What follows belongs to an exercise in optimizing a design on an open flow for small area; a production flow would make more cautious choices.
For this run, only the layout was checked, not whether the RTL still works.
Power is estimated from default activity; no workload was simulated.

==> flow/design.v <==
  module project(input clk, left, right, start, rst, output reg [7:0] ROW, COL,
	output reg [7:0] seg7_3, seg7_2, seg7_1, output reg [4:0] state, next_state);
	reg [1:0] matrix[7:0][7:0]; 
	reg [9:0] score;
	reg [3:0] BCD_1;
	reg [3:0] BCD_2;
	reg [3:0] BCD_3;
	reg [9:0] temp;
	reg [2:0] player_X;  
	reg [2:0] player_Y;
	reg player_clk;
	reg [3:0] jump_count;
	reg jump;
	reg [7:0] player_clk_count;
	reg move_finish;
	reg [2:0] rand_num_3; 
	reg [4:0] rand_num_5;
	reg end_game;
	reg [7:0] ROW_REG;
	reg [2:0] generate_fg;  
	reg [4:0] disappear_probility; 
	reg [2:0] display_count;
	reg display;
	reg [7:0] display_clk;
	reg shift_clk;
	reg [10:0] shift_clk_count;
	reg [1:0] shift_flag[7:0];
	parameter S_IDLE = 0, S_INITIAL_GAME = 1, 
	S_GENERATE = 2, S_MOVE = 3, S_MOVE_2 = 4,
	S_NEW_STAIR = 5, S_RST = 6;
	parameter BLANK = 8'b00000000, ZERO = 8'b11000000, ONE = 8'b11111001, TWO = 8'b10100100, THREE = 8'b10110000,
	FOUR = 8'b10011001, FIVE = 8'b10010010, SIX = 8'b10000010, SEVEN = 8'b11111000, EIGHT = 8'b10000000,
	NINE = 8'b10010000;
	parameter PLAYER_MOVE_STOP = 150;
	parameter SHIFT_TIME_SPACE = 1000;
	integer i, j, k, x;
	wire [1:0] above_cell = (player_Y == 3'd7) ? 2'b00 : matrix[player_X][player_Y + 3'd1];
	wire [1:0] below_cell = (player_Y == 3'd0) ? 2'b00 : matrix[player_X][player_Y - 3'd1];
	always@(posedge clk) begin
		case(state)
		S_RST: begin
			disappear_probility <= 31;
		end
		default: begin
			if(score < 10) begin
				disappear_probility <= 31;
			end
			else if(score == 10) begin
				disappear_probility <= 28;
			end
			else if(score == 20) begin
				disappear_probility <= 25;
			end
			else if(score == 30) begin
				disappear_probility <= 20;
			end
			else if(score == 40) begin
				disappear_probility <= 15;
			end
			else if(score == 50) begin
				disappear_probility <= 13;
			end
			else if(score > 60)begin
				disappear_probility <= 10;
			end
		end
		endcase
	end
	always@(posedge clk) begin  
		case(state) 
			S_RST: begin
				player_clk <= 0;
				player_clk_count <= 0;
				shift_clk <= 0;
				shift_clk_count <= 0;
			end
			S_MOVE: begin
				if(player_clk_count < PLAYER_MOVE_STOP) begin
					player_clk_count <= player_clk_count + 1;
					player_clk <= 0;
				end
				else begin
					player_clk <= 1;
					player_clk_count <= 0;
				end
				if(shift_clk_count < SHIFT_TIME_SPACE)begin
					shift_clk_count <= shift_clk_count + 1;
					shift_clk <= 0;
				end
				else begin
					shift_clk <= 1;
					shift_clk_count <= 0;
				end
			end
		endcase
		if(rst) begin
			display <= 0;
			display_clk <= 0;
		end
		else if(display_clk > 150) begin
			display <= ~display;
			display_clk <= 0;
		end
		else begin
			display_clk <= display_clk + 1;
		end
	end
	always@(posedge clk) begin  
		if(rst) begin
			state <= S_RST;
		end
		else begin
			state <= next_state;
		end
	end
	always@(*) begin
		next_state = state;
		case(state)
			S_RST: begin
				next_state = S_IDLE;
			end
			S_IDLE: begin
				if(start == 1) begin
					next_state = S_INITIAL_GAME;
				end
				else begin
					next_state = S_IDLE;
				end
			end
			S_INITIAL_GAME: begin  
				next_state = S_MOVE;
			end
			S_GENERATE: begin 
				if(generate_fg != 0) begin
					next_state = S_GENERATE;
				end
				else begin
					next_state = S_MOVE;
				end
			end
			S_MOVE: begin
				next_state = S_MOVE_2;
			end
			S_MOVE_2: begin  
				if(end_game == 1) begin
					next_state = S_RST;
				end
				else if(move_finish == 1) begin
					next_state = S_NEW_STAIR;
				end
				else begin
					next_state = S_MOVE;
				end
			end
			S_NEW_STAIR: begin	  
				next_state = S_GENERATE;
			end
		endcase
	end
	always@(posedge clk) begin
		case(state)
		S_RST:begin
			end_game <= 0;
		end
		default: begin
				if(player_Y == 0) begin
					end_game <= 1;
				end
			end
		endcase
	end
	always@(posedge clk) begin  
		case(state)
			S_RST: begin
				generate_fg <= 0;
			end
			S_NEW_STAIR:begin
				if(above_cell == 2) begin 
					generate_fg <= 4;
				end
				else if(above_cell == 1) begin
					generate_fg <= 3;
				end
			end
			S_GENERATE:
				if(generate_fg > 0) begin
					generate_fg <= generate_fg - 1;
				end
		endcase
	end
	always @(posedge clk) begin
    case(state)
		S_RST: begin
			move_finish <= 0;
			jump <= 1;
			jump_count <= 0;
			player_X <= 2;
			player_Y <= 2;
		end
        S_MOVE: begin
			if(player_clk == 1) begin
				if (jump_count < 2) begin
					jump_count <= jump_count + 1;
					jump <= 1;
				end
				else begin
					jump <= 0;
				end
				if (right == 1) begin
					if (player_X > 0) begin
						player_X <= player_X - 1;  
					end
					else begin
						player_X <= player_X; 
					end
				end
				else if (left == 1) begin
					if (player_X < 7) begin
						player_X <= player_X + 1;  
					end
					else begin
						player_X <= player_X;
					end
				end
				if (jump == 0) begin
					if (below_cell == 0) begin
						player_Y <= player_Y - 1;  
					end
					else begin
						player_Y <= player_Y;  
						jump <= 1;  
						jump_count <= 0;
						if(player_Y == 4) begin
							move_finish <= 1;
							player_Y <= player_Y - 2;
						end
					end
				end
				else if (jump == 1) begin
					player_Y <= player_Y + 1;  
				end
			end
        end
		S_GENERATE:begin
			move_finish <= 0;
		end
    endcase
	end
	always@(negedge clk) begin  
		if(rst) begin
			score <= 0;
		end
		case(state)
			S_RST: begin
				for (i = 0; i < 8; i = i + 1) begin
					for (j = 0; j < 8; j = j + 1) begin
						matrix[i][j] <= 2'b00; 
					end
					shift_flag[i] <= 2'b00;
				end
			end
			S_INITIAL_GAME: begin  
				score <= 0;
				matrix[3][1] <= 2'b01;
				matrix[2][1] <= 2'b01;
				matrix[1][1] <= 2'b01;
				matrix[7][3] <= 2'b01;
				matrix[6][3] <= 2'b01;
				matrix[5][3] <= 2'b01;
				matrix[4][5] <= 2'b01;
				matrix[3][5] <= 2'b01;
				matrix[2][5] <= 2'b01;
				matrix[5][7] <= 2'b01;
				matrix[6][7] <= 2'b01;
				matrix[7][7] <= 2'b01;
				shift_flag[3] <= 2'b01;
			end
			S_GENERATE: begin
				if(generate_fg == 4) begin  
					for(i = 0; i < 8; i = i + 1) begin
						matrix[i][3] <= 2'b00;
					end
					shift_flag[3] <= 0;
				end
				else if((generate_fg == 3) || (generate_fg == 2)) begin  
					for (i = 0; i < 8; i = i + 1) begin
						matrix[i][0] <= matrix[i][1];  
						matrix[i][1] <= matrix[i][2];  
						matrix[i][2] <= matrix[i][3];  
						matrix[i][3] <= matrix[i][4];  
						matrix[i][4] <= matrix[i][5];  
						matrix[i][5] <= matrix[i][6];  
						matrix[i][6] <= matrix[i][7];  
						matrix[i][7] <= 2'b00;
					end
				end
				else if(generate_fg == 1) begin
					score <= score + 1;
					case(rand_num_3)  
						0:begin
							if(rand_num_5 <= disappear_probility) begin
								matrix[2][7] <= 1;
								matrix[1][7] <= 1;
								matrix[0][7] <= 1;
								shift_flag[7] <= 2'b00;
								shift_flag[6] <= 2'b00;
								shift_flag[5] <= shift_flag[7];
								shift_flag[4] <= shift_flag[6];
								shift_flag[3] <= shift_flag[5];
								shift_flag[2] <= shift_flag[4];
								shift_flag[1] <= shift_flag[3];
								shift_flag[0] <= shift_flag[2];
							end
							else begin
								matrix[2][7] <= 2;
								matrix[1][7] <= 2;
								matrix[0][7] <= 2;
								shift_flag[7] <= 2'b00;
								shift_flag[6] <= 2'b00;
								shift_flag[5] <= shift_flag[7];
								shift_flag[4] <= shift_flag[6];
								shift_flag[3] <= shift_flag[5];
								shift_flag[2] <= shift_flag[4];
								shift_flag[1] <= shift_flag[3];
								shift_flag[0] <= shift_flag[2];
							end
						end
						1:begin
							if(rand_num_5 <= disappear_probility) begin
								matrix[3][7] <= 1;
								matrix[2][7] <= 1;
								matrix[1][7] <= 1;
								shift_flag[7] <= 2'b00;
								shift_flag[6] <= 2'b00;
								shift_flag[5] <= shift_flag[7];
								shift_flag[4] <= shift_flag[6];
								shift_flag[3] <= shift_flag[5];
								shift_flag[2] <= shift_flag[4];
								shift_flag[1] <= shift_flag[3];
								shift_flag[0] <= shift_flag[2];
							end
							else begin
								matrix[3][7] <= 2;
								matrix[2][7] <= 2;
								matrix[1][7] <= 2;
								shift_flag[7] <= 2'b00;
								shift_flag[6] <= 2'b00;
								shift_flag[5] <= shift_flag[7];
								shift_flag[4] <= shift_flag[6];
								shift_flag[3] <= shift_flag[5];
								shift_flag[2] <= shift_flag[4];
								shift_flag[1] <= shift_flag[3];
								shift_flag[0] <= shift_flag[2];
							end
						end
						2:begin
							if(rand_num_5 <= disappear_probility) begin
								matrix[4][7] <= 1;
								matrix[3][7] <= 1;
								matrix[2][7] <= 1;
								shift_flag[7] <= 2'b00;
								shift_flag[6] <= 2'b00;
								shift_flag[5] <= shift_flag[7];
								shift_flag[4] <= shift_flag[6];
								shift_flag[3] <= shift_flag[5];
								shift_flag[2] <= shift_flag[4];
								shift_flag[1] <= shift_flag[3];
								shift_flag[0] <= shift_flag[2];
							end
							else begin
								matrix[4][7] <= 2;
								matrix[3][7] <= 2;
								matrix[2][7] <= 2;
								shift_flag[7] <= 2'b00;
								shift_flag[6] <= 2'b00;
								shift_flag[5] <= shift_flag[7];
								shift_flag[4] <= shift_flag[6];
								shift_flag[3] <= shift_flag[5];
								shift_flag[2] <= shift_flag[4];
								shift_flag[1] <= shift_flag[3];
								shift_flag[0] <= shift_flag[2];
							end
						end
						3:begin
							if(rand_num_5 <= disappear_probility) begin
								matrix[5][7] <= 1;
								matrix[4][7] <= 1;
								matrix[3][7] <= 1;
								shift_flag[7] <= 2'b00;
								shift_flag[6] <= 2'b00;
								shift_flag[5] <= shift_flag[7];
								shift_flag[4] <= shift_flag[6];
								shift_flag[3] <= shift_flag[5];
								shift_flag[2] <= shift_flag[4];
								shift_flag[1] <= shift_flag[3];
								shift_flag[0] <= shift_flag[2];
							end
							else begin
								matrix[5][7] <= 2;
								matrix[4][7] <= 2;
								matrix[3][7] <= 2;
								shift_flag[7] <= 2'b00;
								shift_flag[6] <= 2'b00;
								shift_flag[5] <= shift_flag[7];
								shift_flag[4] <= shift_flag[6];
								shift_flag[3] <= shift_flag[5];
								shift_flag[2] <= shift_flag[4];
								shift_flag[1] <= shift_flag[3];
								shift_flag[0] <= shift_flag[2];
							end
						end
						4:begin
							if(rand_num_5 <= disappear_probility) begin
								matrix[6][7] <= 1;
								matrix[5][7] <= 1;
								matrix[4][7] <= 1;
								shift_flag[7] <= 2'b00;
								shift_flag[6] <= 2'b00;
								shift_flag[5] <= shift_flag[7];
								shift_flag[4] <= shift_flag[6];
								shift_flag[3] <= shift_flag[5];
								shift_flag[2] <= shift_flag[4];
								shift_flag[1] <= shift_flag[3];
								shift_flag[0] <= shift_flag[2];
							end
							else begin
								matrix[6][7] <= 2;
								matrix[5][7] <= 2;
								matrix[4][7] <= 2;
								shift_flag[7] <= 2'b00;
								shift_flag[6] <= 2'b00;
								shift_flag[5] <= shift_flag[7];
								shift_flag[4] <= shift_flag[6];
								shift_flag[3] <= shift_flag[5];
								shift_flag[2] <= shift_flag[4];
								shift_flag[1] <= shift_flag[3];
								shift_flag[0] <= shift_flag[2];
							end
						end
						5:begin
							if(rand_num_5 <= disappear_probility) begin
								matrix[5][7] <= 1;
								matrix[6][7] <= 1;
								matrix[7][7] <= 1;
								shift_flag[7] <= 2'b00;
								shift_flag[6] <= 2'b00;
								shift_flag[5] <= shift_flag[7];
								shift_flag[4] <= shift_flag[6];
								shift_flag[3] <= shift_flag[5];
								shift_flag[2] <= shift_flag[4];
								shift_flag[1] <= shift_flag[3];
								shift_flag[0] <= shift_flag[2];
							end
							else begin
								matrix[5][7] <= 2;
								matrix[6][7] <= 2;
								matrix[7][7] <= 2;
								shift_flag[7] <= 2'b00;
								shift_flag[6] <= 2'b00;
								shift_flag[5] <= shift_flag[7];
								shift_flag[4] <= shift_flag[6];
								shift_flag[3] <= shift_flag[5];
								shift_flag[2] <= shift_flag[4];
								shift_flag[1] <= shift_flag[3];
								shift_flag[0] <= shift_flag[2];
							end
						end
						6:begin
							if(rand_num_5 <= disappear_probility) begin
								matrix[2][7] <= 1;
								matrix[1][7] <= 1;
								matrix[0][7] <= 1;
								shift_flag[7] <= 2'b01;
								shift_flag[6] <= 2'b00;
								shift_flag[5] <= shift_flag[7];
								shift_flag[4] <= shift_flag[6];
								shift_flag[3] <= shift_flag[5];
								shift_flag[2] <= shift_flag[4];
								shift_flag[1] <= shift_flag[3];
								shift_flag[0] <= shift_flag[2];
							end
							else begin
								matrix[3][7] <= 2;
								matrix[2][7] <= 2;
								matrix[1][7] <= 2;
								shift_flag[7] <= 2'b01;
								shift_flag[6] <= 2'b00;
								shift_flag[5] <= shift_flag[7];
								shift_flag[4] <= shift_flag[6];
								shift_flag[3] <= shift_flag[5];
								shift_flag[2] <= shift_flag[4];
								shift_flag[1] <= shift_flag[3];
								shift_flag[0] <= shift_flag[2];
							end
						end
						7:begin
							if(rand_num_5 <= disappear_probility) begin
								matrix[4][7] <= 1;
								matrix[3][7] <= 1;
								matrix[2][7] <= 1;
								shift_flag[7] <= 2'b10;
								shift_flag[6] <= 2'b00;
								shift_flag[5] <= shift_flag[7];
								shift_flag[4] <= shift_flag[6];
								shift_flag[3] <= shift_flag[5];
								shift_flag[2] <= shift_flag[4];
								shift_flag[1] <= shift_flag[3];
								shift_flag[0] <= shift_flag[2];
							end
							else begin
								matrix[5][7] <= 2;
								matrix[4][7] <= 2;
								matrix[3][7] <= 2;
								shift_flag[7] <= 2'b10;
								shift_flag[6] <= 2'b00;
								shift_flag[5] <= shift_flag[7];
								shift_flag[4] <= shift_flag[6];
								shift_flag[3] <= shift_flag[5];
								shift_flag[2] <= shift_flag[4];
								shift_flag[1] <= shift_flag[3];
								shift_flag[0] <= shift_flag[2];
							end
						end
					endcase
				end
			end
			S_MOVE: begin
				if(shift_clk == 1) begin
					for(x = 0; x < 8; x = x + 1) begin
						if(shift_flag[x] == 1 && matrix[7][x] == 0) begin
							matrix[7][x] <= matrix[6][x];
							matrix[6][x] <= matrix[5][x];
							matrix[5][x] <= matrix[4][x];
							matrix[4][x] <= matrix[3][x];
							matrix[3][x] <= matrix[2][x];
							matrix[2][x] <= matrix[1][x];
							matrix[1][x] <= matrix[0][x];
							matrix[0][x] <= 0;
						end
						else if(shift_flag[x] == 2 && matrix[0][x] == 0) begin
							matrix[0][x] <= matrix[1][x];
							matrix[1][x] <= matrix[2][x];
							matrix[2][x] <= matrix[3][x];
							matrix[3][x] <= matrix[4][x];
							matrix[4][x] <= matrix[5][x];
							matrix[5][x] <= matrix[6][x];
							matrix[6][x] <= matrix[7][x];
							matrix[7][x] <= 0;
						end
						else if(shift_flag[x] == 1 && matrix[7][x] != 0) begin
							shift_flag[x] <= 2;
							matrix[0][x] <= matrix[1][x];
							matrix[1][x] <= matrix[2][x];
							matrix[2][x] <= matrix[3][x];
							matrix[3][x] <= matrix[4][x];
							matrix[4][x] <= matrix[5][x];
							matrix[5][x] <= matrix[6][x];
							matrix[6][x] <= matrix[7][x];
							matrix[7][x] <= 0;
						end
						else if(shift_flag[x] == 2 && matrix[0][x] != 0) begin
							shift_flag[x] <= 1;
							matrix[7][x] <= matrix[6][x];
							matrix[6][x] <= matrix[5][x];
							matrix[5][x] <= matrix[4][x];
							matrix[4][x] <= matrix[3][x];
							matrix[3][x] <= matrix[2][x];
							matrix[2][x] <= matrix[1][x];
							matrix[1][x] <= matrix[0][x];
							matrix[0][x] <= 0;
						end
					end
				end
			end
		endcase
	end
	reg [3:0] bcd_3_c, bcd_2_c, bcd_1_c;
	always@(posedge clk) begin
		temp = score;
		bcd_3_c = 0;
		bcd_2_c = 0;
		bcd_1_c = 0;
		for(k = 0; k < 9; k = k + 1)
		begin
			{bcd_3_c, bcd_2_c, bcd_1_c, temp} = {bcd_3_c, bcd_2_c, bcd_1_c, temp} * 2;
			if(bcd_2_c >= 5)
			begin
				bcd_2_c = bcd_2_c + 3;
			end
			if(bcd_1_c >= 5)
			begin
				bcd_1_c = bcd_1_c + 3;
			end
		end
		{bcd_3_c, bcd_2_c, bcd_1_c} = {bcd_3_c, bcd_2_c, bcd_1_c} * 2 + temp[9];
		BCD_3 <= bcd_3_c;
		BCD_2 <= bcd_2_c;
		BCD_1 <= bcd_1_c;
	end
	always@(posedge clk) begin
		case(BCD_3)
			0: seg7_3 <= ZERO;
			1: seg7_3 <= ONE;
			2: seg7_3 <= TWO;
			3: seg7_3 <= THREE;
			4: seg7_3 <= FOUR;
			5: seg7_3 <= FIVE;
			6: seg7_3 <= SIX;
			7: seg7_3 <= SEVEN;
			8: seg7_3 <= EIGHT;
			9: seg7_3 <= NINE;
			default: seg7_3 <= BLANK;
		endcase
	end
	always@(posedge clk) begin
		case(BCD_2)
			0: seg7_2 <= ZERO;
			1: seg7_2 <= ONE;
			2: seg7_2 <= TWO;
			3: seg7_2 <= THREE;
			4: seg7_2 <= FOUR;
			5: seg7_2 <= FIVE;
			6: seg7_2 <= SIX;
			7: seg7_2 <= SEVEN;
			8: seg7_2 <= EIGHT;
			9: seg7_2 <= NINE;
			default: seg7_2 <= BLANK;
		endcase
	end
	always@(posedge clk) begin
		case(BCD_1)
			0: seg7_1 <= ZERO;
			1: seg7_1 <= ONE;
			2: seg7_1 <= TWO;
			3: seg7_1 <= THREE;
			4: seg7_1 <= FOUR;
			5: seg7_1 <= FIVE;
			6: seg7_1 <= SIX;
			7: seg7_1 <= SEVEN;
			8: seg7_1 <= EIGHT;
			9: seg7_1 <= NINE;
			default: seg7_1 <= BLANK;
		endcase
	end
	always@(posedge clk) begin  
		if(rst) begin
			display_count = 0;
		end
		case(state)
			S_IDLE, S_RST:begin
				ROW <= 0;
				COL <= (COL << 1);
			end
			default: begin
				case(display_count)
					0:begin
						ROW_REG = 0;
						for(i = 0; i < 8; i = i + 1) begin
							if(matrix[i][0] == 1 || (player_X == i && player_Y == 0)) begin
								ROW_REG = (ROW_REG << 1) + 1;
							end
							else if(matrix[i][0] == 2 || (player_X == i && player_Y == 0)) begin
								ROW_REG = (ROW_REG << 1) + display;
							end
							else begin
								ROW_REG = (ROW_REG << 1);
							end
						end
						ROW <= ROW_REG;
						display_count = display_count + 1;
						COL <= 8'b10000000;
					end
					1:begin
						ROW_REG = 0;
						for(i = 0; i < 8; i = i + 1) begin
							if(matrix[i][1] == 1|| (player_X == i && player_Y == 1)) begin
								ROW_REG = (ROW_REG << 1) + 1;
							end
							else if(matrix[i][1] == 2 || (player_X == i && player_Y == 1)) begin
								ROW_REG = (ROW_REG << 1) + display;
							end
							else begin
								ROW_REG = (ROW_REG << 1);
							end
						end
						ROW <= ROW_REG;
						display_count = display_count + 1;
						COL <= 8'b01000000;
					end
					2:begin
						ROW_REG = 0;
						for(i = 0; i < 8; i = i + 1) begin
							if(matrix[i][2] == 1 || (player_X == i && player_Y == 2)) begin
								ROW_REG = (ROW_REG << 1) + 1;
							end
							else if(matrix[i][2] == 2 || (player_X == i && player_Y == 2)) begin
								ROW_REG = (ROW_REG << 1) + display;
							end
							else begin
								ROW_REG = (ROW_REG << 1);
							end
						end
						ROW <= ROW_REG;
						display_count = display_count + 1;
						COL <= 8'b00100000;
					end
					3:begin
						ROW_REG = 0;
						for(i = 0; i < 8; i = i + 1) begin
							if(matrix[i][3] == 1 || (player_X == i && player_Y == 3)) begin
								ROW_REG = (ROW_REG << 1) + 1;
							end
							else if(matrix[i][3] == 2 || (player_X == i && player_Y == 3)) begin
								ROW_REG = (ROW_REG << 1) + display;
							end
							else begin
								ROW_REG = (ROW_REG << 1);
							end
						end
						ROW <= ROW_REG;
						display_count = display_count + 1;
						COL <= 8'b00010000;
					end
					4:begin
						ROW_REG = 0;
						for(i = 0; i < 8; i = i + 1) begin
							if(matrix[i][4] == 1 || (player_X == i && player_Y == 4)) begin
								ROW_REG = (ROW_REG << 1) + 1;
							end
							else if(matrix[i][4] == 2 || (player_X == i && player_Y == 4)) begin
								ROW_REG = (ROW_REG << 1) + display;
							end
							else begin
								ROW_REG = (ROW_REG << 1);
							end
						end
						ROW <= ROW_REG;
						display_count = display_count + 1;
						COL <= 8'b00001000;
					end
					5:begin
						ROW_REG = 0;
						for(i = 0; i < 8; i = i + 1) begin
							if(matrix[i][5] == 1 || (player_X == i && player_Y == 5)) begin
								ROW_REG = (ROW_REG << 1) + 1;
							end
							else if(matrix[i][5] == 2 || (player_X == i && player_Y == 5)) begin
								ROW_REG = (ROW_REG << 1) + display;
							end
							else begin
								ROW_REG = (ROW_REG << 1);
							end
						end
						ROW <= ROW_REG;
						display_count = display_count + 1;
						COL <= 8'b00000100;
					end
					6:begin
						ROW_REG = 0;
						for(i = 0; i < 8; i = i + 1) begin
							if(matrix[i][6] == 1 || (player_X == i && player_Y == 6)) begin
								ROW_REG = (ROW_REG << 1) + 1;
							end
							else if(matrix[i][6] == 2 || (player_X == i && player_Y == 6)) begin
								ROW_REG = (ROW_REG << 1) + display;
							end
							else begin
								ROW_REG = (ROW_REG << 1);
							end
						end
						ROW <= ROW_REG;
						display_count = display_count + 1;
						COL <= 8'b00000010;
					end
					7:begin
						ROW_REG = 0;
						for(i = 0; i < 8; i = i + 1) begin
							if(matrix[i][7] == 1 || (player_X == i && player_Y == 7)) begin
								ROW_REG = (ROW_REG << 1) + 1;
							end
							else if(matrix[i][7] == 2 || (player_X == i && player_Y == 7)) begin
								ROW_REG = (ROW_REG << 1) + display;
							end
							else begin
								ROW_REG = (ROW_REG << 1);
							end
						end
						ROW <= ROW_REG;
						COL <= 8'b00000001;
						display_count = 0;
					end
					default: begin
						display_count = 0;
					end
				endcase
			end
		endcase
	end
	always@(posedge clk) begin
		case(state) 
			S_RST: begin
				rand_num_5 <= 1;
				rand_num_3 <= 1;
			end
			default: begin
				if(rand_num_5 == 31) begin
					rand_num_5 <= 0;
				end
				else begin
					rand_num_5 <= rand_num_5 + 1;
				end
				if(rand_num_3 == 7) begin
					rand_num_3 <= 0;
				end
				else begin
					rand_num_3 <= rand_num_3 + 1;
				end
			end
		endcase
	end
endmodule 
==> flow/run.sh <==
#!/bin/bash
# synth_recipe.tcl (not shown) runs the flow's synth.tcl, then flattens the netlist and writes it again
# the make line also repeats each setting of config.mk as NAME=value (left out here)
make -C /OpenROAD-flow-scripts/flow DESIGN_CONFIG=/design/flow/config.mk WORK_HOME=/design/flow/orfs CLKGATE_MAP_FILE= SYNTH_SCRIPT=/design/flow/synth_recipe.tcl finish
==> flow/config.mk <==
export PLATFORM = sky130hd
export DESIGN_NAME = project
export DESIGN_NICKNAME = project
export VERILOG_FILES = /design/flow/design.v
export SDC_FILE = /design/flow/constraint.sdc
export NUM_CORES = 4
export LEC_CHECK = 0
export CAP_MARGIN = 20
export CORE_MARGIN = 2
export CORE_UTILIZATION = 40
export SLEW_MARGIN = 20
==> flow/constraint.sdc <==
create_clock -name core_clock -period 20.0 [get_ports {clk}]
set_input_delay 4.0000 -clock core_clock [delete_from_list [all_inputs] [get_ports {clk}]]
set_output_delay 4.0000 -clock core_clock [all_outputs]
set_load 0.01 [all_outputs]
==> qor.txt <==
Max-cap violations - 0
Storage cell area - 7270 um^2
postcts setup bufs - 0
setup TNS - 0 ns
asr flop ratio synth - 0%
Power Total - 4.41 mW
post-synthesis cell count - 2,373
slew margin rel. - 26.8%
I/O pin cnt - 55
# setup viols final - 0
XOR/XNOR share of the synthesized area - 2.31%
DP HPWL - 58,600 um
Root Driver - clkbuf_16
largest net degree at the start of global routing - 84
final count of hold timing violations - 0
Synth Area in Compound Gates - 24.6%
slowest CP cell - o21ai_0
Rows - 82
Mapped Area - 20,200 um^2
RSZ-0062 raised after global routing - no
Total GRT Usage - 31.6%
number of global-route vias before repair - 19,600
combinational family with the most area after synthesis - compound AO/OA/AOI/OAI gates
CP arrival - 18.19 ns
Synth Register Bits - 273
Yosys cell types - 106
Core Box Area - 50,100 um^2
CTS Buffer Depth - 3
maximum vdd ir drop - 0.0906 mV
Cell Pwr Density - 191 nW/um^2
initial antenna violation count - 5
GR peak layer - met2
Worst setup EP type - flip-flop
gr ovfl total - 0
DIE WIDTH - 229 um
EDFF count, synth - 180
ys flop type - edfxtp_1
Final WS setup - 2.26 ns
post-synthesis mux area share - 7.31%
synth top area cells - edfxtp_1 27%, dfxtp_1 9.2%, mux2i_1 6.8%
Sink Count - 273
Place WS - 2.52 ns
placed instance area - 21,300 um^2
fin area - 23,100 um^2
CP required - 20.46 ns
TritonRoute pass-1 iters - 8
Chip Height - 229 um
Layout fillers - 5,024
Hold Crit Class - flip-flop to flip-flop
worst-margin pin slew - 1.10 ns
max-slew violation count - 0
nets - 2,590
area leader, netlist - edfxtp_1
Antenna Violating Nets Remaining - 0
status - timing/DRC/antenna clean
yosys warns - 3
total CTS buffers - 34
met2 GRT Util - 48.4%
H-Tree Depth - 2
DR vias/cell - 6.40
area of the multi-input gates - 12,000 um^2
clock transition at the registers of the reported paths - 0.06 ns
post-cts gate resize count - 0
routing usage on met1 - 41.0%
Worst path max stage delay - 0.55 ns
WL final - 85,000 um
synth cell count leaders - 270 x nand2_1, 249 x o21ai_0, 180 x edfxtp_1
Post-Syn Nets - 2,480
vias - 20,400
top-count cell post-synth - nand2_1
DIE AREA - 52,400 um^2
top cell type's share of synthesized area - 26.7%
cell mode on critical path - ha_1
kind of critical path - flip-flop to flip-flop
worst skew pair latency - 0.62 ns
Startpoint Class - flip-flop
port bufs - 54
Avg Cell Area, Syn - 8.53 um^2
Post-Synth Simple-Gate Area - 18.1%
GRT met3 Usage - 7.55%
Synth-to-Final Area Change - 14.1%
Max FO, Critical Path - 9
GPL Wtd Cong - 1.06
Max Clock Skew - 0.0669 ns
DR DRC count - 0
register area share after synthesis - 35.9%
Lkg Pwr - 9.26 nW
TritonCTS clock tree - yes
Starting DRT DRC Count - 2,748
Routed wire per std cell - 26.7 um
post-synthesis adder-cell area fraction - 6.45%
share of cells above drive strength 1 - 6.70%
starting density of the core - 40.4%
first-pass GRT wire length - 126,000 um
Post-CTS Hold Fix Bufs - 0
[metal layers]
layer,share of wire (%),up-vias
li1,-,9025
met1,40,9833
met2,44,1223
met3,10,279
met4,5.9,4
met5,0.027,-
[worst max-delay path, delay by kind of cell, from the launching register on]
kind            cells  cell delay (ns)
compound gates      9             2.04
fa+ha+maj           8             1.97
simple gates        8             1.60
buf+inv             8             0.69
flops               1             0.51
mux                 2             0.48
xor+xnor            1             0.28
[sequential cells by signal, summed over array words and instances, names as in the netlist, 8 cells and up]
name	flops
player_clk_count	8
display_clk	8
seg7_2	8
seg7_1	8
score	10
shift_flag	16
seg7_3	8
COL	8
matrix	128
ROW	8
shift_clk_count	11
[cell families after synthesis]
| logic type | after synthesis |
|---|---|
| compound gates | 744 |
| xor+xnor | 50 |
| simple gates | 778 |
| mux | 146 |
| buf+inv | 277 |
| flops | 273 |
| other cells | 1 |
| fa+ha+maj | 104 |
[per-stage QoR]
stage	utilization [%]	cells	hold WS, ns
floorplan	-	2373	0.417
global placement	42.6	2966	0.431
detailed placement	42.6	2966	0.437
CTS	46.1	3180	0.452
global route	46.1	3180	0.467
finish	46.1	3183	0.449
[layout by cell type, fill, tap and decap left out, drive strengths merged, types with 35 or more instances in the layout]
cell type | netlist | routed
a21oi | 143 | 143
ha | 101 | 101
nor3 | 51 | 51
buf | 38 | 39
o21ai | 252 | 252
nand2 | 270 | 270
a31oi | 42 | 42
nor2b | 36 | 36
mux2i | 137 | 137
nor2 | 170 | 170
dfxtp | 93 | 93
inv | 102 | 263
a22oi | 38 | 38
edfxtp | 180 | 180
clkbuf | 134 | 35
clkdlybuf4s50 | 0 | 54
nand3 | 100 | 100
[final timing paths]
| path | startpoint | endpoint | slack [ns] | cells after the start |
|---|---|---|---|---|
| setup / recovery | score[7]$_DFF_N_ | BCD_2[3]$_DFF_P_ | 2.26 | 36 |
| hold / removal | COL[3]$_DFF_P_ | COL[4]$_DFF_P_ | 0.45 | 2 |
| setup reg to reg | score[7]$_DFF_N_ | BCD_2[3]$_DFF_P_ | 2.26 | 36 |
| hold reg to reg | COL[3]$_DFF_P_ | COL[4]$_DFF_P_ | 0.45 | 2 |
[area by class of cell]
type / count / area share (%)
timing repair buffer: 93 / 3.61
clock buffer: 35 / 3.79
tap: 672 / 3.64
antenna: 3 / 0.0325
inverter: 104 / 1.70
multi-input combinational: 1823 / 51.8
clock inverter: 180 / 3.94
sequential: 273 / 31.5
[power breakdown]
group	leakage (nW)	total [mW]	switching (mW)	internal, mW
clock network	1.42	0.805	0.351	0.454
logic	5.26	2.02	1.33	0.691
registers	2.58	1.58	0.613	0.968
